Source: an optimization exercise on an open RTL-to-GDS flow (aim: small area and a short achievable clock period). Production flows keep margins and buffers that such runs may drop.
In this exercise RTL edits were held to simulation tests only and were not proved equivalent to the original.

--- flow/config.mk ---
export PLATFORM = sky130hd
export DESIGN_NAME = mac_array_4x4
export DESIGN_NICKNAME = mac_array_4x4
export VERILOG_FILES = /design/flow/design.v
export SDC_FILE = /design/flow/constraint.sdc
export NUM_CORES = 4
export LEC_CHECK = 0
export CAP_MARGIN = 20
export CORE_MARGIN = 2
export CORE_UTILIZATION = 50
export SLEW_MARGIN = 20
export SYNTH_HIERARCHICAL = 1
export SYNTH_MINIMUM_KEEP_SIZE = 0
--- flow/flow/run.sh ---
#!/bin/bash
set -euo pipefail
bash standard.sh SETUP_SLACK_MARGIN=10.5 finish > orfs_make.log 2>&1
--- flow/constraint.sdc ---
create_clock -name core_clock -period 18.0 [get_ports {clk}]
set_input_delay 3.6000 -clock core_clock [delete_from_list [all_inputs] [get_ports {clk}]]
set_output_delay 3.6000 -clock core_clock [all_outputs]
set_load 0.01 [all_outputs]
--- flow/design.v ---
`timescale 1ns/1ps
`timescale 1ns/1ps
module full_adder (
    input wire a,
    input wire b,
    input wire c_in,
    output wire sum,
    output wire c_out
);
    assign sum = a ^ b ^ c_in;
    assign c_out = (a & b) | (a & c_in) | (b & c_in);
endmodule
`timescale 1ns/1ps
`timescale 1ns/1ps
`timescale 1ns/1ps
module mac_array_4x4 (
    input wire clk,
    input wire rst_n,
    input wire en,
    input wire load_acc,
    input wire [15:0] a_in_0,
    input wire [15:0] a_in_1,
    input wire [15:0] a_in_2,
    input wire [15:0] a_in_3,
    input wire [15:0] b_in_0,
    input wire [15:0] b_in_1,
    input wire [15:0] b_in_2,
    input wire [15:0] b_in_3,
    input wire [511:0] partial_sum_init,
    output wire [31:0] result_0_0, result_0_1, result_0_2, result_0_3,
    output wire [31:0] result_1_0, result_1_1, result_1_2, result_1_3,
    output wire [31:0] result_2_0, result_2_1, result_2_2, result_2_3,
    output wire [31:0] result_3_0, result_3_1, result_3_2, result_3_3
);
    wire [15:0] a_op [0:3][0:3];    
    wire [15:0] b_op [0:3][0:3];    
    wire [31:0] acc_q [0:3][0:3];   
    genvar row, col;
    generate
        for (row = 0; row < 4; row = row + 1) begin : pe_row
            for (col = 0; col < 4; col = col + 1) begin : pe_col
                reg [15:0] a_out, b_out;
                reg [31:0] accumulator;
                wire [15:0] a_in = a_op[row][col];
                wire [15:0] b_in = b_op[row][col];
                wire [31:0] partial_sum_in = partial_sum_init[(row*4+col)*32 +: 32];
                wire [15:0] ag = a_in;
                wire [255:0] ppn;
                genvar i, j;
                for (i = 0; i < 16; i = i + 1) begin : ppr
                    for (j = 0; j < 16; j = j + 1) begin : ppc
                        assign ppn[i*16+j] = ~(ag[j] & b_in[i]);
                    end
                end
                reg [7:1] cb;
                wire [31:0] accn = ~accumulator;
                wire [7:1] cbn = ~cb;
                wire hs0, hc0, s0, c0, hs1, hc1, s1, c1, s2, c2, hs2, hc2, s3, c3, s4, c4;
                wire s5, c5, s6, c6, s7, c7, s8, c8, s9, c9, s10, c10, hs3, hc3, s11, c11;
                wire s12, c12, s13, c13, s14, c14, s15, c15, hs4, hc4, s16, c16, s17, c17, s18, c18;
                wire s19, c19, s20, c20, s21, c21, hs5, hc5, s22, c22, s23, c23, s24, c24, s25, c25;
                wire s26, c26, s27, c27, s28, c28, s29, c29, s30, c30, s31, c31, s32, c32, s33, c33;
                wire s34, c34, s35, c35, s36, c36, s37, c37, hs6, hc6, s38, c38, s39, c39, s40, c40;
                wire s41, c41, s42, c42, s43, c43, s44, c44, s45, c45, s46, c46, hs7, hc7, s47, c47;
                wire s48, c48, s49, c49, s50, c50, s51, c51, s52, c52, s53, c53, s54, c54, s55, c55;
                wire s56, c56, hs8, hc8, s57, c57, s58, c58, s59, c59, s60, c60, s61, c61, s62, c62;
                wire s63, c63, s64, c64, s65, c65, s66, c66, s67, c67, s68, c68, s69, c69, s70, c70;
                wire s71, c71, s72, c72, s73, c73, s74, c74, s75, c75, s76, c76, s77, c77, s78, c78;
                wire s79, c79, s80, c80, hs9, hc9, s81, c81, s82, c82, s83, c83, s84, c84, s85, c85;
                wire s86, c86, s87, c87, s88, c88, s89, c89, s90, c90, s91, c91, s92, c92, s93, c93;
                wire hs10, hc10, s94, c94, s95, c95, s96, c96, s97, c97, s98, c98, s99, c99, s100, c100;
                wire s101, c101, s102, c102, s103, c103, s104, c104, s105, c105, s106, c106, s107, c107, hs11, hc11;
                wire s108, c108, s109, c109, s110, c110, s111, c111, s112, c112, s113, c113, s114, c114, s115, c115;
                wire s116, c116, s117, c117, s118, c118, s119, c119, s120, c120, s121, c121, s122, c122, s123, c123;
                wire s124, c124, s125, c125, s126, c126, s127, c127, s128, c128, s129, c129, s130, c130, s131, c131;
                wire s132, c132, s133, c133, s134, c134, s135, c135, s136, c136, s137, c137, s138, c138, s139, c139;
                wire s140, c140, s141, c141, s142, c142, s143, c143, s144, c144, s145, c145, s146, c146, s147, c147;
                wire s148, c148, s149, c149, s150, c150, s151, c151, s152, c152, s153, c153, s154, c154, s155, c155;
                wire s156, c156, s157, c157, s158, c158, s159, c159, s160, c160, s161, c161, s162, c162, s163, c163;
                wire s164, c164, s165, c165, s166, c166, s167, c167, s168, c168, s169, c169, s170, c170, s171, c171;
                wire s172, c172, hs12, hc12, s173, c173, s174, c174, s175, c175, s176, c176, s177, c177, s178, c178;
                wire s179, c179, s180, c180, s181, c181, s182, c182, hs13, hc13, s183, c183, s184, c184, s185, c185;
                wire s186, c186, s187, c187, s188, c188, s189, c189, s190, c190, s191, c191, hs14, hc14, s192, c192;
                wire s193, c193, s194, c194, s195, c195, s196, c196, s197, c197, s198, c198, s199, c199, hs15, hc15;
                wire s200, c200, s201, c201, s202, c202, s203, c203, s204, c204, s205, c205, s206, c206, s207, c207;
                wire s208, c208, s209, c209, s210, c210, s211, c211, s212, c212, s213, c213, hs16, hc16, s214, c214;
                wire s215, c215, s216, c216, s217, c217, s218, c218, hs17, hc17, s219, c219, s220, c220, s221, c221;
                wire s222, c222, hs18, hc18, s223, c223, s224, c224, s225, c225, s226, c226, s227, c227, s228, c228;
                wire hs19, hc19, s229, c229, hs20, hc20, hs21, hc21;
                assign hs0 = ~(ppn[1] ^ ppn[16]);
                assign hc0 = ppn[1] | ppn[16];
                full_adder fa0 (.a(ppn[2]), .b(ppn[17]), .c_in(ppn[32]), .sum(s0), .c_out(c0));
                assign hs1 = ~(accn[2] ^ hc0);
                assign hc1 = accn[2] | hc0;
                full_adder fa1 (.a(ppn[3]), .b(ppn[18]), .c_in(ppn[33]), .sum(s1), .c_out(c1));
                full_adder fa2 (.a(ppn[48]), .b(accn[3]), .c_in(c0), .sum(s2), .c_out(c2));
                assign hs2 = ~(hc1 ^ s1);
                assign hc2 = hc1 | s1;
                full_adder fa3 (.a(ppn[4]), .b(ppn[19]), .c_in(ppn[34]), .sum(s3), .c_out(c3));
                full_adder fa4 (.a(ppn[49]), .b(ppn[64]), .c_in(accn[4]), .sum(s4), .c_out(c4));
                full_adder fa5 (.a(cbn[1]), .b(c1), .c_in(s3), .sum(s5), .c_out(c5));
                full_adder fa6 (.a(s4), .b(hc2), .c_in(c2), .sum(s6), .c_out(c6));
                full_adder fa7 (.a(ppn[5]), .b(ppn[20]), .c_in(ppn[35]), .sum(s7), .c_out(c7));
                full_adder fa8 (.a(ppn[50]), .b(ppn[65]), .c_in(ppn[80]), .sum(s8), .c_out(c8));
                full_adder fa9 (.a(accn[5]), .b(c3), .c_in(c4), .sum(s9), .c_out(c9));
                full_adder fa10 (.a(s7), .b(s8), .c_in(c5), .sum(s10), .c_out(c10));
                assign hs3 = ~(s9 ^ c6);
                assign hc3 = s9 | c6;
                full_adder fa11 (.a(ppn[6]), .b(ppn[21]), .c_in(ppn[36]), .sum(s11), .c_out(c11));
                full_adder fa12 (.a(ppn[51]), .b(ppn[66]), .c_in(ppn[81]), .sum(s12), .c_out(c12));
                full_adder fa13 (.a(ppn[96]), .b(accn[6]), .c_in(c7), .sum(s13), .c_out(c13));
                full_adder fa14 (.a(c8), .b(s11), .c_in(s12), .sum(s14), .c_out(c14));
                full_adder fa15 (.a(c9), .b(s13), .c_in(s14), .sum(s15), .c_out(c15));
                assign hs4 = ~(c10 ^ hc3);
                assign hc4 = c10 | hc3;
                full_adder fa16 (.a(ppn[7]), .b(ppn[22]), .c_in(ppn[37]), .sum(s16), .c_out(c16));
                full_adder fa17 (.a(ppn[52]), .b(ppn[67]), .c_in(ppn[82]), .sum(s17), .c_out(c17));
                full_adder fa18 (.a(ppn[97]), .b(ppn[112]), .c_in(accn[7]), .sum(s18), .c_out(c18));
                full_adder fa19 (.a(c11), .b(c12), .c_in(s16), .sum(s19), .c_out(c19));
                full_adder fa20 (.a(s17), .b(s18), .c_in(c13), .sum(s20), .c_out(c20));
                full_adder fa21 (.a(c14), .b(s19), .c_in(s20), .sum(s21), .c_out(c21));
                assign hs5 = ~(c15 ^ hc4);
                assign hc5 = c15 | hc4;
                full_adder fa22 (.a(ppn[8]), .b(ppn[23]), .c_in(ppn[38]), .sum(s22), .c_out(c22));
                full_adder fa23 (.a(ppn[53]), .b(ppn[68]), .c_in(ppn[83]), .sum(s23), .c_out(c23));
                full_adder fa24 (.a(ppn[98]), .b(ppn[113]), .c_in(ppn[128]), .sum(s24), .c_out(c24));
                full_adder fa25 (.a(accn[8]), .b(cbn[2]), .c_in(c16), .sum(s25), .c_out(c25));
                full_adder fa26 (.a(c17), .b(c18), .c_in(s22), .sum(s26), .c_out(c26));
                full_adder fa27 (.a(s23), .b(s24), .c_in(c19), .sum(s27), .c_out(c27));
                full_adder fa28 (.a(s25), .b(s26), .c_in(c20), .sum(s28), .c_out(c28));
                full_adder fa29 (.a(s27), .b(c21), .c_in(s28), .sum(s29), .c_out(c29));
                full_adder fa30 (.a(ppn[9]), .b(ppn[24]), .c_in(ppn[39]), .sum(s30), .c_out(c30));
                full_adder fa31 (.a(ppn[54]), .b(ppn[69]), .c_in(ppn[84]), .sum(s31), .c_out(c31));
                full_adder fa32 (.a(ppn[99]), .b(ppn[114]), .c_in(ppn[129]), .sum(s32), .c_out(c32));
                full_adder fa33 (.a(ppn[144]), .b(accn[9]), .c_in(c22), .sum(s33), .c_out(c33));
                full_adder fa34 (.a(c23), .b(c24), .c_in(s30), .sum(s34), .c_out(c34));
                full_adder fa35 (.a(s31), .b(s32), .c_in(c25), .sum(s35), .c_out(c35));
                full_adder fa36 (.a(c26), .b(s33), .c_in(s34), .sum(s36), .c_out(c36));
                full_adder fa37 (.a(c27), .b(s35), .c_in(s36), .sum(s37), .c_out(c37));
                assign hs6 = ~(c28 ^ s37);
                assign hc6 = c28 | s37;
                full_adder fa38 (.a(ppn[10]), .b(ppn[25]), .c_in(ppn[40]), .sum(s38), .c_out(c38));
                full_adder fa39 (.a(ppn[55]), .b(ppn[70]), .c_in(ppn[85]), .sum(s39), .c_out(c39));
                full_adder fa40 (.a(ppn[100]), .b(ppn[115]), .c_in(ppn[130]), .sum(s40), .c_out(c40));
                full_adder fa41 (.a(ppn[145]), .b(ppn[160]), .c_in(accn[10]), .sum(s41), .c_out(c41));
                full_adder fa42 (.a(c30), .b(c31), .c_in(c32), .sum(s42), .c_out(c42));
                full_adder fa43 (.a(s38), .b(s39), .c_in(s40), .sum(s43), .c_out(c43));
                full_adder fa44 (.a(s41), .b(c33), .c_in(c34), .sum(s44), .c_out(c44));
                full_adder fa45 (.a(s42), .b(s43), .c_in(c35), .sum(s45), .c_out(c45));
                full_adder fa46 (.a(c36), .b(s44), .c_in(s45), .sum(s46), .c_out(c46));
                assign hs7 = ~(c37 ^ s46);
                assign hc7 = c37 | s46;
                full_adder fa47 (.a(ppn[11]), .b(ppn[26]), .c_in(ppn[41]), .sum(s47), .c_out(c47));
                full_adder fa48 (.a(ppn[56]), .b(ppn[71]), .c_in(ppn[86]), .sum(s48), .c_out(c48));
                full_adder fa49 (.a(ppn[101]), .b(ppn[116]), .c_in(ppn[131]), .sum(s49), .c_out(c49));
                full_adder fa50 (.a(ppn[146]), .b(ppn[161]), .c_in(ppn[176]), .sum(s50), .c_out(c50));
                full_adder fa51 (.a(accn[11]), .b(c38), .c_in(c39), .sum(s51), .c_out(c51));
                full_adder fa52 (.a(c40), .b(c41), .c_in(s47), .sum(s52), .c_out(c52));
                full_adder fa53 (.a(s48), .b(s49), .c_in(s50), .sum(s53), .c_out(c53));
                full_adder fa54 (.a(c42), .b(c43), .c_in(s51), .sum(s54), .c_out(c54));
                full_adder fa55 (.a(s52), .b(s53), .c_in(c44), .sum(s55), .c_out(c55));
                full_adder fa56 (.a(s54), .b(c45), .c_in(s55), .sum(s56), .c_out(c56));
                assign hs8 = ~(c46 ^ s56);
                assign hc8 = c46 | s56;
                full_adder fa57 (.a(ppn[12]), .b(ppn[27]), .c_in(ppn[42]), .sum(s57), .c_out(c57));
                full_adder fa58 (.a(ppn[57]), .b(ppn[72]), .c_in(ppn[87]), .sum(s58), .c_out(c58));
                full_adder fa59 (.a(ppn[102]), .b(ppn[117]), .c_in(ppn[132]), .sum(s59), .c_out(c59));
                full_adder fa60 (.a(ppn[147]), .b(ppn[162]), .c_in(ppn[177]), .sum(s60), .c_out(c60));
                full_adder fa61 (.a(ppn[192]), .b(accn[12]), .c_in(cbn[3]), .sum(s61), .c_out(c61));
                full_adder fa62 (.a(c47), .b(c48), .c_in(c49), .sum(s62), .c_out(c62));
                full_adder fa63 (.a(c50), .b(s57), .c_in(s58), .sum(s63), .c_out(c63));
                full_adder fa64 (.a(s59), .b(s60), .c_in(s61), .sum(s64), .c_out(c64));
                full_adder fa65 (.a(c51), .b(c52), .c_in(c53), .sum(s65), .c_out(c65));
                full_adder fa66 (.a(s62), .b(s63), .c_in(s64), .sum(s66), .c_out(c66));
                full_adder fa67 (.a(c54), .b(s65), .c_in(s66), .sum(s67), .c_out(c67));
                full_adder fa68 (.a(c55), .b(s67), .c_in(c56), .sum(s68), .c_out(c68));
                full_adder fa69 (.a(ppn[13]), .b(ppn[28]), .c_in(ppn[43]), .sum(s69), .c_out(c69));
                full_adder fa70 (.a(ppn[58]), .b(ppn[73]), .c_in(ppn[88]), .sum(s70), .c_out(c70));
                full_adder fa71 (.a(ppn[103]), .b(ppn[118]), .c_in(ppn[133]), .sum(s71), .c_out(c71));
                full_adder fa72 (.a(ppn[148]), .b(ppn[163]), .c_in(ppn[178]), .sum(s72), .c_out(c72));
                full_adder fa73 (.a(ppn[193]), .b(ppn[208]), .c_in(accn[13]), .sum(s73), .c_out(c73));
                full_adder fa74 (.a(c57), .b(c58), .c_in(c59), .sum(s74), .c_out(c74));
                full_adder fa75 (.a(c60), .b(c61), .c_in(s69), .sum(s75), .c_out(c75));
                full_adder fa76 (.a(s70), .b(s71), .c_in(s72), .sum(s76), .c_out(c76));
                full_adder fa77 (.a(s73), .b(c62), .c_in(c63), .sum(s77), .c_out(c77));
                full_adder fa78 (.a(c64), .b(s74), .c_in(s75), .sum(s78), .c_out(c78));
                full_adder fa79 (.a(s76), .b(c65), .c_in(c66), .sum(s79), .c_out(c79));
                full_adder fa80 (.a(s77), .b(s78), .c_in(c67), .sum(s80), .c_out(c80));
                assign hs9 = ~(s79 ^ s80);
                assign hc9 = s79 | s80;
                full_adder fa81 (.a(ppn[14]), .b(ppn[29]), .c_in(ppn[44]), .sum(s81), .c_out(c81));
                full_adder fa82 (.a(ppn[59]), .b(ppn[74]), .c_in(ppn[89]), .sum(s82), .c_out(c82));
                full_adder fa83 (.a(ppn[104]), .b(ppn[119]), .c_in(ppn[134]), .sum(s83), .c_out(c83));
                full_adder fa84 (.a(ppn[149]), .b(ppn[164]), .c_in(ppn[179]), .sum(s84), .c_out(c84));
                full_adder fa85 (.a(ppn[194]), .b(ppn[209]), .c_in(ppn[224]), .sum(s85), .c_out(c85));
                full_adder fa86 (.a(accn[14]), .b(c69), .c_in(c70), .sum(s86), .c_out(c86));
                full_adder fa87 (.a(c71), .b(c72), .c_in(c73), .sum(s87), .c_out(c87));
                full_adder fa88 (.a(s81), .b(s82), .c_in(s83), .sum(s88), .c_out(c88));
                full_adder fa89 (.a(s84), .b(s85), .c_in(c74), .sum(s89), .c_out(c89));
                full_adder fa90 (.a(c75), .b(c76), .c_in(s86), .sum(s90), .c_out(c90));
                full_adder fa91 (.a(s87), .b(s88), .c_in(c77), .sum(s91), .c_out(c91));
                full_adder fa92 (.a(s89), .b(c78), .c_in(s90), .sum(s92), .c_out(c92));
                full_adder fa93 (.a(c79), .b(s91), .c_in(s92), .sum(s93), .c_out(c93));
                assign hs10 = ~(c80 ^ s93);
                assign hc10 = c80 | s93;
                full_adder fa94 (.a(ppn[15]), .b(ppn[30]), .c_in(ppn[45]), .sum(s94), .c_out(c94));
                full_adder fa95 (.a(ppn[60]), .b(ppn[75]), .c_in(ppn[90]), .sum(s95), .c_out(c95));
                full_adder fa96 (.a(ppn[105]), .b(ppn[120]), .c_in(ppn[135]), .sum(s96), .c_out(c96));
                full_adder fa97 (.a(ppn[150]), .b(ppn[165]), .c_in(ppn[180]), .sum(s97), .c_out(c97));
                full_adder fa98 (.a(ppn[195]), .b(ppn[210]), .c_in(ppn[225]), .sum(s98), .c_out(c98));
                full_adder fa99 (.a(ppn[240]), .b(accn[15]), .c_in(c81), .sum(s99), .c_out(c99));
                full_adder fa100 (.a(c82), .b(c83), .c_in(c84), .sum(s100), .c_out(c100));
                full_adder fa101 (.a(c85), .b(s94), .c_in(s95), .sum(s101), .c_out(c101));
                full_adder fa102 (.a(s96), .b(s97), .c_in(s98), .sum(s102), .c_out(c102));
                full_adder fa103 (.a(c86), .b(c87), .c_in(c88), .sum(s103), .c_out(c103));
                full_adder fa104 (.a(s99), .b(s100), .c_in(s101), .sum(s104), .c_out(c104));
                full_adder fa105 (.a(s102), .b(c89), .c_in(c90), .sum(s105), .c_out(c105));
                full_adder fa106 (.a(s103), .b(s104), .c_in(c91), .sum(s106), .c_out(c106));
                full_adder fa107 (.a(c92), .b(s105), .c_in(s106), .sum(s107), .c_out(c107));
                assign hs11 = ~(c93 ^ hc10);
                assign hc11 = c93 | hc10;
                full_adder fa108 (.a(ppn[31]), .b(ppn[46]), .c_in(ppn[61]), .sum(s108), .c_out(c108));
                full_adder fa109 (.a(ppn[76]), .b(ppn[91]), .c_in(ppn[106]), .sum(s109), .c_out(c109));
                full_adder fa110 (.a(ppn[121]), .b(ppn[136]), .c_in(ppn[151]), .sum(s110), .c_out(c110));
                full_adder fa111 (.a(ppn[166]), .b(ppn[181]), .c_in(ppn[196]), .sum(s111), .c_out(c111));
                full_adder fa112 (.a(ppn[211]), .b(ppn[226]), .c_in(ppn[241]), .sum(s112), .c_out(c112));
                full_adder fa113 (.a(accn[16]), .b(cbn[4]), .c_in(c94), .sum(s113), .c_out(c113));
                full_adder fa114 (.a(c95), .b(c96), .c_in(c97), .sum(s114), .c_out(c114));
                full_adder fa115 (.a(c98), .b(s108), .c_in(s109), .sum(s115), .c_out(c115));
                full_adder fa116 (.a(s110), .b(s111), .c_in(s112), .sum(s116), .c_out(c116));
                full_adder fa117 (.a(c99), .b(c100), .c_in(c101), .sum(s117), .c_out(c117));
                full_adder fa118 (.a(c102), .b(s113), .c_in(s114), .sum(s118), .c_out(c118));
                full_adder fa119 (.a(s115), .b(s116), .c_in(c103), .sum(s119), .c_out(c119));
                full_adder fa120 (.a(c104), .b(s117), .c_in(s118), .sum(s120), .c_out(c120));
                full_adder fa121 (.a(c105), .b(s119), .c_in(s120), .sum(s121), .c_out(c121));
                full_adder fa122 (.a(c106), .b(s121), .c_in(c107), .sum(s122), .c_out(c122));
                full_adder fa123 (.a(ppn[47]), .b(ppn[62]), .c_in(ppn[77]), .sum(s123), .c_out(c123));
                full_adder fa124 (.a(ppn[92]), .b(ppn[107]), .c_in(ppn[122]), .sum(s124), .c_out(c124));
                full_adder fa125 (.a(ppn[137]), .b(ppn[152]), .c_in(ppn[167]), .sum(s125), .c_out(c125));
                full_adder fa126 (.a(ppn[182]), .b(ppn[197]), .c_in(ppn[212]), .sum(s126), .c_out(c126));
                full_adder fa127 (.a(ppn[227]), .b(ppn[242]), .c_in(accn[17]), .sum(s127), .c_out(c127));
                full_adder fa128 (.a(c108), .b(c109), .c_in(c110), .sum(s128), .c_out(c128));
                full_adder fa129 (.a(c111), .b(c112), .c_in(s123), .sum(s129), .c_out(c129));
                full_adder fa130 (.a(s124), .b(s125), .c_in(s126), .sum(s130), .c_out(c130));
                full_adder fa131 (.a(s127), .b(c113), .c_in(c114), .sum(s131), .c_out(c131));
                full_adder fa132 (.a(c115), .b(c116), .c_in(s128), .sum(s132), .c_out(c132));
                full_adder fa133 (.a(s129), .b(s130), .c_in(c117), .sum(s133), .c_out(c133));
                full_adder fa134 (.a(c118), .b(s131), .c_in(s132), .sum(s134), .c_out(c134));
                full_adder fa135 (.a(c119), .b(c120), .c_in(s133), .sum(s135), .c_out(c135));
                full_adder fa136 (.a(s134), .b(c121), .c_in(s135), .sum(s136), .c_out(c136));
                full_adder fa137 (.a(ppn[63]), .b(ppn[78]), .c_in(ppn[93]), .sum(s137), .c_out(c137));
                full_adder fa138 (.a(ppn[108]), .b(ppn[123]), .c_in(ppn[138]), .sum(s138), .c_out(c138));
                full_adder fa139 (.a(ppn[153]), .b(ppn[168]), .c_in(ppn[183]), .sum(s139), .c_out(c139));
                full_adder fa140 (.a(ppn[198]), .b(ppn[213]), .c_in(ppn[228]), .sum(s140), .c_out(c140));
                full_adder fa141 (.a(ppn[243]), .b(accn[18]), .c_in(c123), .sum(s141), .c_out(c141));
                full_adder fa142 (.a(c124), .b(c125), .c_in(c126), .sum(s142), .c_out(c142));
                full_adder fa143 (.a(c127), .b(s137), .c_in(s138), .sum(s143), .c_out(c143));
                full_adder fa144 (.a(s139), .b(s140), .c_in(c128), .sum(s144), .c_out(c144));
                full_adder fa145 (.a(c129), .b(c130), .c_in(s141), .sum(s145), .c_out(c145));
                full_adder fa146 (.a(s142), .b(s143), .c_in(c131), .sum(s146), .c_out(c146));
                full_adder fa147 (.a(c132), .b(s144), .c_in(s145), .sum(s147), .c_out(c147));
                full_adder fa148 (.a(c133), .b(s146), .c_in(c134), .sum(s148), .c_out(c148));
                full_adder fa149 (.a(s147), .b(c135), .c_in(s148), .sum(s149), .c_out(c149));
                full_adder fa150 (.a(ppn[79]), .b(ppn[94]), .c_in(ppn[109]), .sum(s150), .c_out(c150));
                full_adder fa151 (.a(ppn[124]), .b(ppn[139]), .c_in(ppn[154]), .sum(s151), .c_out(c151));
                full_adder fa152 (.a(ppn[169]), .b(ppn[184]), .c_in(ppn[199]), .sum(s152), .c_out(c152));
                full_adder fa153 (.a(ppn[214]), .b(ppn[229]), .c_in(ppn[244]), .sum(s153), .c_out(c153));
                full_adder fa154 (.a(accn[19]), .b(c137), .c_in(c138), .sum(s154), .c_out(c154));
                full_adder fa155 (.a(c139), .b(c140), .c_in(s150), .sum(s155), .c_out(c155));
                full_adder fa156 (.a(s151), .b(s152), .c_in(s153), .sum(s156), .c_out(c156));
                full_adder fa157 (.a(c141), .b(c142), .c_in(c143), .sum(s157), .c_out(c157));
                full_adder fa158 (.a(s154), .b(s155), .c_in(s156), .sum(s158), .c_out(c158));
                full_adder fa159 (.a(c144), .b(c145), .c_in(s157), .sum(s159), .c_out(c159));
                full_adder fa160 (.a(s158), .b(c146), .c_in(c147), .sum(s160), .c_out(c160));
                full_adder fa161 (.a(s159), .b(c148), .c_in(s160), .sum(s161), .c_out(c161));
                full_adder fa162 (.a(ppn[95]), .b(ppn[110]), .c_in(ppn[125]), .sum(s162), .c_out(c162));
                full_adder fa163 (.a(ppn[140]), .b(ppn[155]), .c_in(ppn[170]), .sum(s163), .c_out(c163));
                full_adder fa164 (.a(ppn[185]), .b(ppn[200]), .c_in(ppn[215]), .sum(s164), .c_out(c164));
                full_adder fa165 (.a(ppn[230]), .b(ppn[245]), .c_in(accn[20]), .sum(s165), .c_out(c165));
                full_adder fa166 (.a(cbn[5]), .b(c150), .c_in(c151), .sum(s166), .c_out(c166));
                full_adder fa167 (.a(c152), .b(c153), .c_in(s162), .sum(s167), .c_out(c167));
                full_adder fa168 (.a(s163), .b(s164), .c_in(s165), .sum(s168), .c_out(c168));
                full_adder fa169 (.a(c154), .b(c155), .c_in(c156), .sum(s169), .c_out(c169));
                full_adder fa170 (.a(s166), .b(s167), .c_in(s168), .sum(s170), .c_out(c170));
                full_adder fa171 (.a(c157), .b(c158), .c_in(s169), .sum(s171), .c_out(c171));
                full_adder fa172 (.a(s170), .b(c159), .c_in(s171), .sum(s172), .c_out(c172));
                assign hs12 = ~(c160 ^ s172);
                assign hc12 = c160 | s172;
                full_adder fa173 (.a(ppn[111]), .b(ppn[126]), .c_in(ppn[141]), .sum(s173), .c_out(c173));
                full_adder fa174 (.a(ppn[156]), .b(ppn[171]), .c_in(ppn[186]), .sum(s174), .c_out(c174));
                full_adder fa175 (.a(ppn[201]), .b(ppn[216]), .c_in(ppn[231]), .sum(s175), .c_out(c175));
                full_adder fa176 (.a(ppn[246]), .b(accn[21]), .c_in(c162), .sum(s176), .c_out(c176));
                full_adder fa177 (.a(c163), .b(c164), .c_in(c165), .sum(s177), .c_out(c177));
                full_adder fa178 (.a(s173), .b(s174), .c_in(s175), .sum(s178), .c_out(c178));
                full_adder fa179 (.a(c166), .b(c167), .c_in(c168), .sum(s179), .c_out(c179));
                full_adder fa180 (.a(s176), .b(s177), .c_in(s178), .sum(s180), .c_out(c180));
                full_adder fa181 (.a(c169), .b(c170), .c_in(s179), .sum(s181), .c_out(c181));
                full_adder fa182 (.a(s180), .b(c171), .c_in(s181), .sum(s182), .c_out(c182));
                assign hs13 = ~(c172 ^ s182);
                assign hc13 = c172 | s182;
                full_adder fa183 (.a(ppn[127]), .b(ppn[142]), .c_in(ppn[157]), .sum(s183), .c_out(c183));
                full_adder fa184 (.a(ppn[172]), .b(ppn[187]), .c_in(ppn[202]), .sum(s184), .c_out(c184));
                full_adder fa185 (.a(ppn[217]), .b(ppn[232]), .c_in(ppn[247]), .sum(s185), .c_out(c185));
                full_adder fa186 (.a(accn[22]), .b(c173), .c_in(c174), .sum(s186), .c_out(c186));
                full_adder fa187 (.a(c175), .b(s183), .c_in(s184), .sum(s187), .c_out(c187));
                full_adder fa188 (.a(s185), .b(c176), .c_in(c177), .sum(s188), .c_out(c188));
                full_adder fa189 (.a(c178), .b(s186), .c_in(s187), .sum(s189), .c_out(c189));
                full_adder fa190 (.a(c179), .b(s188), .c_in(c180), .sum(s190), .c_out(c190));
                full_adder fa191 (.a(s189), .b(c181), .c_in(s190), .sum(s191), .c_out(c191));
                assign hs14 = ~(c182 ^ s191);
                assign hc14 = c182 | s191;
                full_adder fa192 (.a(ppn[143]), .b(ppn[158]), .c_in(ppn[173]), .sum(s192), .c_out(c192));
                full_adder fa193 (.a(ppn[188]), .b(ppn[203]), .c_in(ppn[218]), .sum(s193), .c_out(c193));
                full_adder fa194 (.a(ppn[233]), .b(ppn[248]), .c_in(accn[23]), .sum(s194), .c_out(c194));
                full_adder fa195 (.a(c183), .b(c184), .c_in(c185), .sum(s195), .c_out(c195));
                full_adder fa196 (.a(s192), .b(s193), .c_in(s194), .sum(s196), .c_out(c196));
                full_adder fa197 (.a(c186), .b(c187), .c_in(s195), .sum(s197), .c_out(c197));
                full_adder fa198 (.a(s196), .b(c188), .c_in(c189), .sum(s198), .c_out(c198));
                full_adder fa199 (.a(s197), .b(c190), .c_in(s198), .sum(s199), .c_out(c199));
                assign hs15 = ~(c191 ^ s199);
                assign hc15 = c191 | s199;
                full_adder fa200 (.a(ppn[159]), .b(ppn[174]), .c_in(ppn[189]), .sum(s200), .c_out(c200));
                full_adder fa201 (.a(ppn[204]), .b(ppn[219]), .c_in(ppn[234]), .sum(s201), .c_out(c201));
                full_adder fa202 (.a(ppn[249]), .b(accn[24]), .c_in(cbn[6]), .sum(s202), .c_out(c202));
                full_adder fa203 (.a(c192), .b(c193), .c_in(c194), .sum(s203), .c_out(c203));
                full_adder fa204 (.a(s200), .b(s201), .c_in(s202), .sum(s204), .c_out(c204));
                full_adder fa205 (.a(c195), .b(c196), .c_in(s203), .sum(s205), .c_out(c205));
                full_adder fa206 (.a(s204), .b(c197), .c_in(s205), .sum(s206), .c_out(c206));
                full_adder fa207 (.a(c198), .b(s206), .c_in(c199), .sum(s207), .c_out(c207));
                full_adder fa208 (.a(ppn[175]), .b(ppn[190]), .c_in(ppn[205]), .sum(s208), .c_out(c208));
                full_adder fa209 (.a(ppn[220]), .b(ppn[235]), .c_in(ppn[250]), .sum(s209), .c_out(c209));
                full_adder fa210 (.a(accn[25]), .b(c200), .c_in(c201), .sum(s210), .c_out(c210));
                full_adder fa211 (.a(c202), .b(s208), .c_in(s209), .sum(s211), .c_out(c211));
                full_adder fa212 (.a(c203), .b(c204), .c_in(s210), .sum(s212), .c_out(c212));
                full_adder fa213 (.a(s211), .b(c205), .c_in(s212), .sum(s213), .c_out(c213));
                assign hs16 = ~(c206 ^ s213);
                assign hc16 = c206 | s213;
                full_adder fa214 (.a(ppn[191]), .b(ppn[206]), .c_in(ppn[221]), .sum(s214), .c_out(c214));
                full_adder fa215 (.a(ppn[236]), .b(ppn[251]), .c_in(accn[26]), .sum(s215), .c_out(c215));
                full_adder fa216 (.a(c208), .b(c209), .c_in(s214), .sum(s216), .c_out(c216));
                full_adder fa217 (.a(s215), .b(c210), .c_in(c211), .sum(s217), .c_out(c217));
                full_adder fa218 (.a(s216), .b(c212), .c_in(s217), .sum(s218), .c_out(c218));
                assign hs17 = ~(c213 ^ s218);
                assign hc17 = c213 | s218;
                full_adder fa219 (.a(ppn[207]), .b(ppn[222]), .c_in(ppn[237]), .sum(s219), .c_out(c219));
                full_adder fa220 (.a(ppn[252]), .b(accn[27]), .c_in(c214), .sum(s220), .c_out(c220));
                full_adder fa221 (.a(c215), .b(s219), .c_in(c216), .sum(s221), .c_out(c221));
                full_adder fa222 (.a(s220), .b(c217), .c_in(s221), .sum(s222), .c_out(c222));
                assign hs18 = ~(c218 ^ s222);
                assign hc18 = c218 | s222;
                full_adder fa223 (.a(ppn[223]), .b(ppn[238]), .c_in(ppn[253]), .sum(s223), .c_out(c223));
                full_adder fa224 (.a(accn[28]), .b(cbn[7]), .c_in(c219), .sum(s224), .c_out(c224));
                full_adder fa225 (.a(s223), .b(c220), .c_in(s224), .sum(s225), .c_out(c225));
                full_adder fa226 (.a(c221), .b(s225), .c_in(c222), .sum(s226), .c_out(c226));
                full_adder fa227 (.a(ppn[239]), .b(ppn[254]), .c_in(accn[29]), .sum(s227), .c_out(c227));
                full_adder fa228 (.a(c223), .b(s227), .c_in(c224), .sum(s228), .c_out(c228));
                assign hs19 = ~(c225 ^ s228);
                assign hc19 = c225 | s228;
                full_adder fa229 (.a(ppn[255]), .b(accn[30]), .c_in(c227), .sum(s229), .c_out(c229));
                assign hs20 = ~(s229 ^ c228);
                assign hc20 = s229 | c228;
                assign hs21 = ~(accn[31] ^ c229);
                assign hc21 = accn[31] | c229;
                wire [31:0] xn = {hs21, hs20, hs19, hc18, hc17, hc16, hs16, hc15, hc14, hc13, hc12, c161, c149, c136, s136, hc11, s107, hc9, c68, hc8, hc7, hc6, c29, hc5, s21, s15, s10, s5, hs2, s0, accn[1], ppn[0]};
                wire [31:0] yn = {hc20, hc19, c226, s226, hs18, hs17, c207, s207, hs15, hs14, hs13, hs12, s161, s149, c122, s122, hs11, hs10, hs9, s68, hs8, hs7, hs6, s29, hs5, hs4, hs3, s6, s2, hs1, hs0, accn[0]};
                wire [31:0] x = ~xn;
                wire [31:0] y = ~yn;
                wire [31:0] sum;
                wire [7:1] cnext;
                assign {cnext[1], sum[3:0]} = x[3:0] + y[3:0];
                assign {cnext[2], sum[7:4]} = x[7:4] + y[7:4];
                assign {cnext[3], sum[11:8]} = x[11:8] + y[11:8];
                assign {cnext[4], sum[15:12]} = x[15:12] + y[15:12];
                assign {cnext[5], sum[19:16]} = x[19:16] + y[19:16];
                assign {cnext[6], sum[23:20]} = x[23:20] + y[23:20];
                assign {cnext[7], sum[27:24]} = x[27:24] + y[27:24];
                assign sum[31:28] = x[31:28] + y[31:28];
                always @(posedge clk or negedge rst_n) begin
                    if (!rst_n) accumulator <= 32'd0;
                    else if (load_acc) accumulator <= partial_sum_in;
                    else if (en) accumulator <= sum;
                end
                always @(posedge clk or negedge rst_n) begin
                    if (!rst_n) cb <= 0;
                    else if (load_acc) cb <= 0;
                    else if (en) cb <= cnext;
                end
                always @(posedge clk or negedge rst_n) begin
                    if (!rst_n) begin
                        a_out <= 16'd0;
                        b_out <= 16'd0;
                    end else if (en) begin
                        a_out <= a_in;
                        b_out <= b_in;
                    end
                end
                assign acc_q[row][col] = accumulator + {1'b0, 1'b0, 1'b0, cb[7], 1'b0, 1'b0, 1'b0, cb[6], 1'b0, 1'b0, 1'b0, cb[5], 1'b0, 1'b0, 1'b0, cb[4], 1'b0, 1'b0, 1'b0, cb[3], 1'b0, 1'b0, 1'b0, cb[2], 1'b0, 1'b0, 1'b0, cb[1], 1'b0, 1'b0, 1'b0, 1'b0};
                if (col < 3) begin : a_link
                    assign a_op[row][col+1] = a_out;
                end
                if (row < 3) begin : b_link
                    assign b_op[row+1][col] = b_out;
                end
            end
        end
    endgenerate
    assign a_op[0][0] = a_in_0;
    assign a_op[1][0] = a_in_1;
    assign a_op[2][0] = a_in_2;
    assign a_op[3][0] = a_in_3;
    assign b_op[0][0] = b_in_0;
    assign b_op[0][1] = b_in_1;
    assign b_op[0][2] = b_in_2;
    assign b_op[0][3] = b_in_3;
    assign result_0_0 = acc_q[0][0];
    assign result_0_1 = acc_q[0][1];
    assign result_0_2 = acc_q[0][2];
    assign result_0_3 = acc_q[0][3];
    assign result_1_0 = acc_q[1][0];
    assign result_1_1 = acc_q[1][1];
    assign result_1_2 = acc_q[1][2];
    assign result_1_3 = acc_q[1][3];
    assign result_2_0 = acc_q[2][0];
    assign result_2_1 = acc_q[2][1];
    assign result_2_2 = acc_q[2][2];
    assign result_2_3 = acc_q[2][3];
    assign result_3_0 = acc_q[3][0];
    assign result_3_1 = acc_q[3][1];
    assign result_3_2 = acc_q[3][2];
    assign result_3_3 = acc_q[3][3];
endmodule
--- flow/standard.sh ---
#!/bin/bash
# synth_recipe.tcl (not shown) runs the flow's synth.tcl, then flattens the netlist and writes it again
# the make line also repeats each setting of config.mk as NAME=value (left out here)
make -C /OpenROAD-flow-scripts/flow DESIGN_CONFIG=/design/flow/config.mk WORK_HOME=/design/flow/orfs CLKGATE_MAP_FILE= SYNTH_SCRIPT=/design/flow/synth_recipe.tcl "${@:-finish}"
==> results.json, run 1 <==
{
  "cts.sinks": 1008,
  "syn_inst": 17260,
  "layout_commonest_cell": "nand2_1",
  "synthAdderAreaFrac_pct": 51.72,
  "dp_hpwl_um": 447900,
  "synth-edff-count": 0,
  "finalHoldViolCount": 0,
  "path_class": "reg2out",
  "cts.path.max_buffers": 4,
  "postCtsHoldBufs": 0,
  "io_pins": 1156,
  "grt_use_met1_pct": 47.36,
  "arrival_ps": 3920,
  "fp-row-count": 214,
  "synth_top_family_by_area": "adder cells",
  "synth-seq-area-share_pct": 14.78,
  "layout_common_cells": "4638 x nand2_1, 3386 x fa_1, 1824 x inv_1",
  "routabilityCongestion": 0.9435,
  "syn_avg_cell_area_um2": 9.886,
  "grt.busiest_layer": "met2",
  "slew_violations": 0,
  "ys.flop_type": "dfrtp_1",
  "r2r_slack_ps": 12070,
  "worstMarginPinSlew_ps": 1269,
  "core-area_um2": 339800,
  "cts_tree": "yes",
  "postRouteAntennaNets": 0,
  "routed_wl_um": 596600,
  "design_area_um2": 194700,
  "fin_ws_ps": 10480,
  "die_w_um": 588.2,
  "met2_usage_pct": 52.82,
  "worstSetupEndpointType": "primary output",
  "startpoint_type": "flop",
  "tns_ps": 0,
  "synth-seq-cells": 1008,
  "clk_latency_ps": 920,
  "place_ws_ps": 8836,
  "path_clk_slew_ps": 60,
  "grt_max_degree": 152,
  "antenna_found_initial": 75,
  "grtUsageMet3_pct": 8.469,
  "synth-simple-area-share_pct": 12.55,
  "synth.distinct_cells": 82,
  "setup_viol": 0,
  "grt_overflow": 0,
  "syn_to_final_growth_pct": 14.13,
  "firstDrtPassIters": 6,
  "wl_per_cell_um": 26.64,
  "synth_compound_area_share_pct": 4.651,
  "grt_pass1_vias": 138900,
  "required_ps": 14400,
  "syn-num-nets": 22670,
  "drive_gt1_share_pct": 11.16,
  "outcome": "no timing/DRC/antenna violations",
  "drc_errors": 0,
  "port_buffers": 1155,
  "vias": 128600,
  "period_share_pct": 41.78,
  "initial_core_util_pct": 50.22,
  "synthXorXnorAreaFrac_pct": 3.557,
  "die-area_um2": 345900,
  "fmax_mhz": 133.0,
  "async_flop_share_pct": 100.0,
  "cp_max_fo": 4,
  "grt_setup_unrepaired": "true",
  "dieHeight_um": 588.2,
  "cts_buffers": 151,
  "skew_ps": 47.52,
  "viasPerCell": 5.741,
  "dpl-instance-area_um2": 186100,
  "fin_crit_ps": 7520,
  "clock-root-buffer": "clkbuf_16",
  "nNetsFinal": 23130,
  "slew_headroom_pct": 15.43,
  "ys_warn_count": 7,
  "track_usage_pct": 34.70,
  "maxCapViolations": 0,
  "grt_pass1_wl_um": 896500,
  "synthMuxAreaShare_pct": 5.550,
  "syn_area_um2": 170600,
  "drt_iter0_drc": 10690,
  "hold_path_class": "reg2reg",
  "finish.utilization_pct": 57.31,
  "h-tree-depth": 4
}
## final cells by class
| class | instances | area [um2] |
|---|---|---|
| diodes | 28 | 70.07 |
| repair buffers | 1656 | 16510 |
| inverters | 1839 | 6903 |
| clock inverters | 73 | 958.4 |
| clock buffers | 197 | 4227 |
| multi-input cells | 13060 | 135200 |
| fillers | 29500 | 145000 |
| well taps | 4536 | 5675 |
| flip-flops and latches | 1008 | 25230 |
## critical path: stages (launching register included)
cell and delay [ps]:
dfrtp_1 390, ha_1 280, ha_1 250, a41o_1 260, a21o_2 250, nand4_1 140, xnor2_1 750, clkdlybuf4s50_1 700
## sequential cells by signal, indices dropped and copies added (netlist names)
signal	count
pe_row.pe_col.b_out	192
pe_row.pe_col.accumulator	512
pe_row.pe_col.cb	112
pe_row.pe_col.a_out	192
## synth_stat cells, drive strengths merged (162+ instances only)
| cell type | n | area, um2 |
|---|---|---|
| a21o | 162 | 1217 |
| a21oi | 222 | 1130 |
| buf | 200 | 1025 |
| clkbuf | 1155 | 4339 |
| dfrtp | 1008 | 25220 |
| fa | 3808 | 76230 |
| ha | 960 | 12010 |
| inv | 1839 | 6903 |
| mux2 | 512 | 5766 |
| mux2i | 370 | 3704 |
| nand2 | 4712 | 17690 |
| nor2 | 200 | 750.7 |
| o21ai | 663 | 3329 |
| xnor2 | 652 | 5710 |
## kinds of logic after synthesis
logic type / after synthesis
buffers and inverters: 3194
AOI/OAI and AO/OA: 1313
DFF: 1008
xor gates and xnor gates: 693
adders and majority gates: 4768
muxes: 882
and+or+nand+nor: 5401
## path summary, 6_finish.rpt
check / start / endpoint / depth (start not counted)
max: pe_row[1].pe_col[2].cb[1] / result_1_2[16] / 7
min: pe_row[0].pe_col[3].b_out[5] / pe_row[0].pe_col[3].b_out[5] / 1
max reg2reg: pe_row[0].pe_col[1].b_out[0] / pe_row[1].pe_col[1].accumulator[18] / 15
min reg2reg: pe_row[0].pe_col[3].b_out[5] / pe_row[0].pe_col[3].b_out[5] / 1
max in group asynchronous: rst_n / pe_row[3].pe_col[0].accumulator[19] / 4
min in group asynchronous: rst_n / pe_row[2].pe_col[0].accumulator[11] / 1
## layer usage
| metal | share of wire (%) | up-vias |
|---|---|---|
| li1 | - | 53980 |
| met1 | 41 | 67020 |
| met2 | 45 | 6372 |
| met3 | 9.6 | 1156 |
| met4 | 5.1 | 38 |
| met5 | 0.041 | - |
## timing repair
item | in CTS | in global routing
setup endpoints to repair | 201 | 160
pin swaps | 34 | 123
hold endpoints to repair | 0 | 0
gates cloned | 2 | 10
buffers inserted | 136 | 76
resized for setup | 434 | 353
## per-module statistics from Yosys (local to each module, per instance)
module	cells	cell area [um2]	flip-flops and latches	times used
mac_array_4x4	13580	96960	1008	1
full_adder	1	20.02	0	3680
## metrics by stage
stage          instances  hold WS (ps)
2_1_floorplan      17260         515.3
3_3_place_gp       21870         491.2
3_5_place_dp       21870         496.9
4_1_cts            22280         508.4
5_1_grt            22380         519.6
6_report           22390         505.1
==> run 2: changes to the inputs <==
==> flow/run.sh (new file) <==
#!/bin/bash
# synth_recipe.tcl (not shown) runs the flow's synth.tcl, then flattens the netlist and writes it again
# the make line also repeats each setting of config.mk as NAME=value (left out here)
make -C /OpenROAD-flow-scripts/flow DESIGN_CONFIG=/design/flow/config.mk WORK_HOME=/design/flow/orfs CLKGATE_MAP_FILE= SYNTH_SCRIPT=/design/flow/synth_recipe.tcl finish
removed: flow/flow/run.sh
removed: flow/standard.sh
==> results.json, run 2 <==
{
  "routed_wl_um": 570800,
  "antenna_found_initial": 59,
  "syn_avg_cell_area_um2": 9.886,
  "cpPeakStageDelay_ps": 1180,
  "grt_overflow": 0,
  "wl_per_cell_um": 25.76,
  "cp_max_fo": 17,
  "initial_core_util_pct": 50.22,
  "viasPerCell": 5.695,
  "path_clk_slew_ps": 60,
  "largest_register_ffs": 512,
  "period_share_pct": 47.00,
  "syn_to_final_growth_pct": 11.15,
  "fp-row-count": 214,
  "syn_area_um2": 170600,
  "layout_commonest_cell": "nand2_1",
  "dieHeight_um": 588.2,
  "synth_top_cell_by_area": "fa_1",
  "finalHoldViolCount": 0,
  "ys.flop_type": "dfrtp_1",
  "core-area_um2": 339800,
  "arrival_ps": 9220,
  "h-tree-depth": 4,
  "cts_setup_buffers": 0,
  "nNetsFinal": 22860,
  "grt_setup_unrepaired": "false",
  "largest-register": "pe_row.pe_col.accumulator",
  "grt_pass1_wl_um": 876200,
  "fmax_mhz": 118.2,
  "synth_top_area_share_pct": 44.68,
  "path_cells": "clkdlybuf4s50_1 -> nand2_1 -> fa_1 -> fa_1 -> fa_1 -> fa_1 -> fa_1 -> fa_1 -> fa_1 -> inv_1 -> ha_1 -> inv_1 -> fa_1 -> mux2_2 -> o21ai_0",
  "cts_tree": "yes",
  "startpoint_type": "input pin",
  "routabilityCongestion": 0.9335,
  "worstSetupEndpointType": "flop",
  "slew_headroom_pct": 20.85,
  "vias": 126200,
  "fin_crit_ps": 8459,
  "yosysMostFrequentCell": "nand2_1",
  "synth-seq-area-share_pct": 14.78,
  "postCtsHoldBufs": 0,
  "required_ps": 18760,
  "maxCapViolations": 0,
  "setup_viol": 0,
  "async_flop_share_pct": 100.0,
  "skew_ps": 91.04,
  "grt_pass1_vias": 139000,
  "syn-num-nets": 22670,
  "cts_resized": 0,
  "cp_common_cell": "fa_1",
  "layout_common_cells": "4711 x nand2_1, 3808 x fa_1, 1839 x inv_1",
  "cts.sinks": 1008,
  "cts.path.max_buffers": 4,
  "hold_ws_ps": 506.1,
  "syn_inst": 17260,
  "die-area_um2": 345900,
  "synth-seq-cells": 1008,
  "io_pins": 1156,
  "port_buffers": 1155,
  "worstMarginPinSlew_ps": 1187,
  "cts_buffers": 151,
  "ys_warn_count": 7,
  "grt_max_degree": 119,
  "drive_gt1_share_pct": 5.897,
  "ys_top_cells_by_count": "4711 x nand2_1, 3808 x fa_1, 1839 x inv_1",
  "nFillCells": 30000,
  "cp_slowest_cell": "clkdlybuf4s50_1",
  "firstDrtPassIters": 5,
  "reg_top3": "pe_row.pe_col.accumulator x512, pe_row.pe_col.a_out x192, pe_row.pe_col.b_out x192",
  "drt_iter0_drc": 9411,
  "synth-edff-count": 0,
  "path_class": "in2reg",
  "dp_hpwl_um": 435700,
  "postRouteAntennaNets": 0,
  "slew_violations": 0,
  "die_w_um": 588.2,
  "drc_errors": 0,
  "synth.distinct_cells": 82,
  "tns_ps": 0,
  "synth_area_leaders": "fa_1 45%, dfrtp_1 15%, nand2_1 10%, ha_1 7.0%, inv_1 4.0%",
  "hold_path_class": "reg2reg",
  "clock-root-buffer": "clkbuf_16",
  "outcome": "no timing/DRC/antenna violations",
  "track_usage_pct": 33.66,
  "clk_latency_ps": 930
}
[run 2: cell types whose count changed in the layout (fill, tap and decap cells not counted), moves of 29 or more]
cell | previous run | this run
buf_2 | 41 | 1
fa_1 | 3386 | 3808
dlymetal6s2s_1 | 64 | 0
o21ai_0 | 587 | 655
xnor2_1 | 623 | 652
buf_12 | 82 | 5
clkdlybuf4s50_1 | 1004 | 1151
nand2_2 | 52 | 1
nand2_1 | 4638 | 4711
buf_4 | 397 | 234
o21ai_1 | 67 | 5
fa_2 | 422 | 0
[run 2: cells by family (layout without fill, tap and decap cells)]
logic type	count (synthesis)	in the layout	share of synthesized area [%]
XOR/XNOR	693	693	3.557
buffers and inverters	3194	3502	7.189
other	0	51	0
multiplexers	882	882	5.550
AO/OA/AOI/OAI	1313	1313	4.651
adder cells (fa/ha/maj)	4768	4768	51.72
AND/OR/NAND/NOR	5401	5401	12.55
flip-flops	1008	1008	14.78
[run 2: area by class of cell]
cell class | count | area [um2] | share of cell area [%]
antenna | 51 | 127.6 | 0.06729
clock buffer | 205 | 4367 | 2.302
clock inverter | 64 | 778.2 | 0.4104
inverter | 1839 | 6903 | 3.640
multi-input combinational | 13060 | 133100 | 70.20
sequential | 1008 | 25230 | 13.30
tap | 4536 | 5675 | 2.993
timing repair buffer | 1394 | 13440 | 7.087
[run 2: per-stage QoR]
step	area (um2)	instances	utilization (%)	setup WS, ps
final	189700	22150	55.82	9541
after global placement	184400	21830	54.26	8738
after floorplan	170600	17260	-	9682
after CTS	189500	22100	55.77	9624
after global routing	189600	22140	55.81	9327
after detailed placement	184400	21830	54.26	8657
[run 2: worst paths after layout]
check                                             startpoint                                  end  slack (ps)  cells past startpoint
worst min-delay path            pe_row[0].pe_col[3].b_out[6]         pe_row[0].pe_col[3].b_out[6]         510                      1
max in group asynchronous                              rst_n  pe_row[0].pe_col[3].accumulator[31]       12530                      4
worst min register to register  pe_row[0].pe_col[3].b_out[6]         pe_row[0].pe_col[3].b_out[6]         510                      1
worst max-delay path                               b_in_2[1]  pe_row[0].pe_col[2].accumulator[17]        9540                     15
min in group asynchronous                              rst_n  pe_row[2].pe_col[0].accumulator[15]        2670                      1
worst max register to register  pe_row[1].pe_col[2].b_out[3]  pe_row[2].pe_col[2].accumulator[18]       12080                     15
[run 2: per-module statistics from Yosys (local to each module, per instance)]
module	copies in the design	area [um2]	flops+latches	cells inside
full_adder	3680	20.02	0	1
mac_array_4x4	1	96960	1008	13580
[run 2: worst max-delay path, delay by kind of cell]
kind | cells | cell delay (ps)
simple gates | 1 | 180
fa+ha+maj | 9 | 3730
buf+inv | 3 | 1290
compound gates | 1 | 130
mux | 1 | 270
[run 2: layer usage]
metal / track usage, % / vias to the layer above / share of wire (%)
met5: 0 / - / 0.038
met4: 16.07 / 36 / 5.4
met3: 9.463 / 1169 / 9.9
met2: 51.55 / 5870 / 45
met1: 44.31 / 65640 / 40
li1: - / 53450 / -

-- what the ideal ports hide --
No port has a modelled driver above. Below, the same layouts with a new extraction and two added sets of constraints. Step 1, drivers: a clkbuf_16 drives clk and a buf_2 each remaining input, both assumed. Step 2 times the ports against the registers' clock, not the clock port: input delays grow and output delays shrink by t, the midpoint of the rising clock arrivals with the driver on. Three values: ideal ports, drivers, drivers and shift; two values: the first two.
run	t, ns	setup slack, ns	worst hold slack (ns)	cell pins on the clock port's net
run 1	1.006	10.480 / 10.371 / 9.550	0.505 / 0.505 / 0.505	1
run 2	0.996	9.541 / 9.572 / 8.576	0.506 / 0.506 / 0.506	1
After both steps every run listed still meets setup and hold. The setup slack of run 2, which loses most, moves by +0.031 ns with the drivers and by -0.965 ns with both steps.
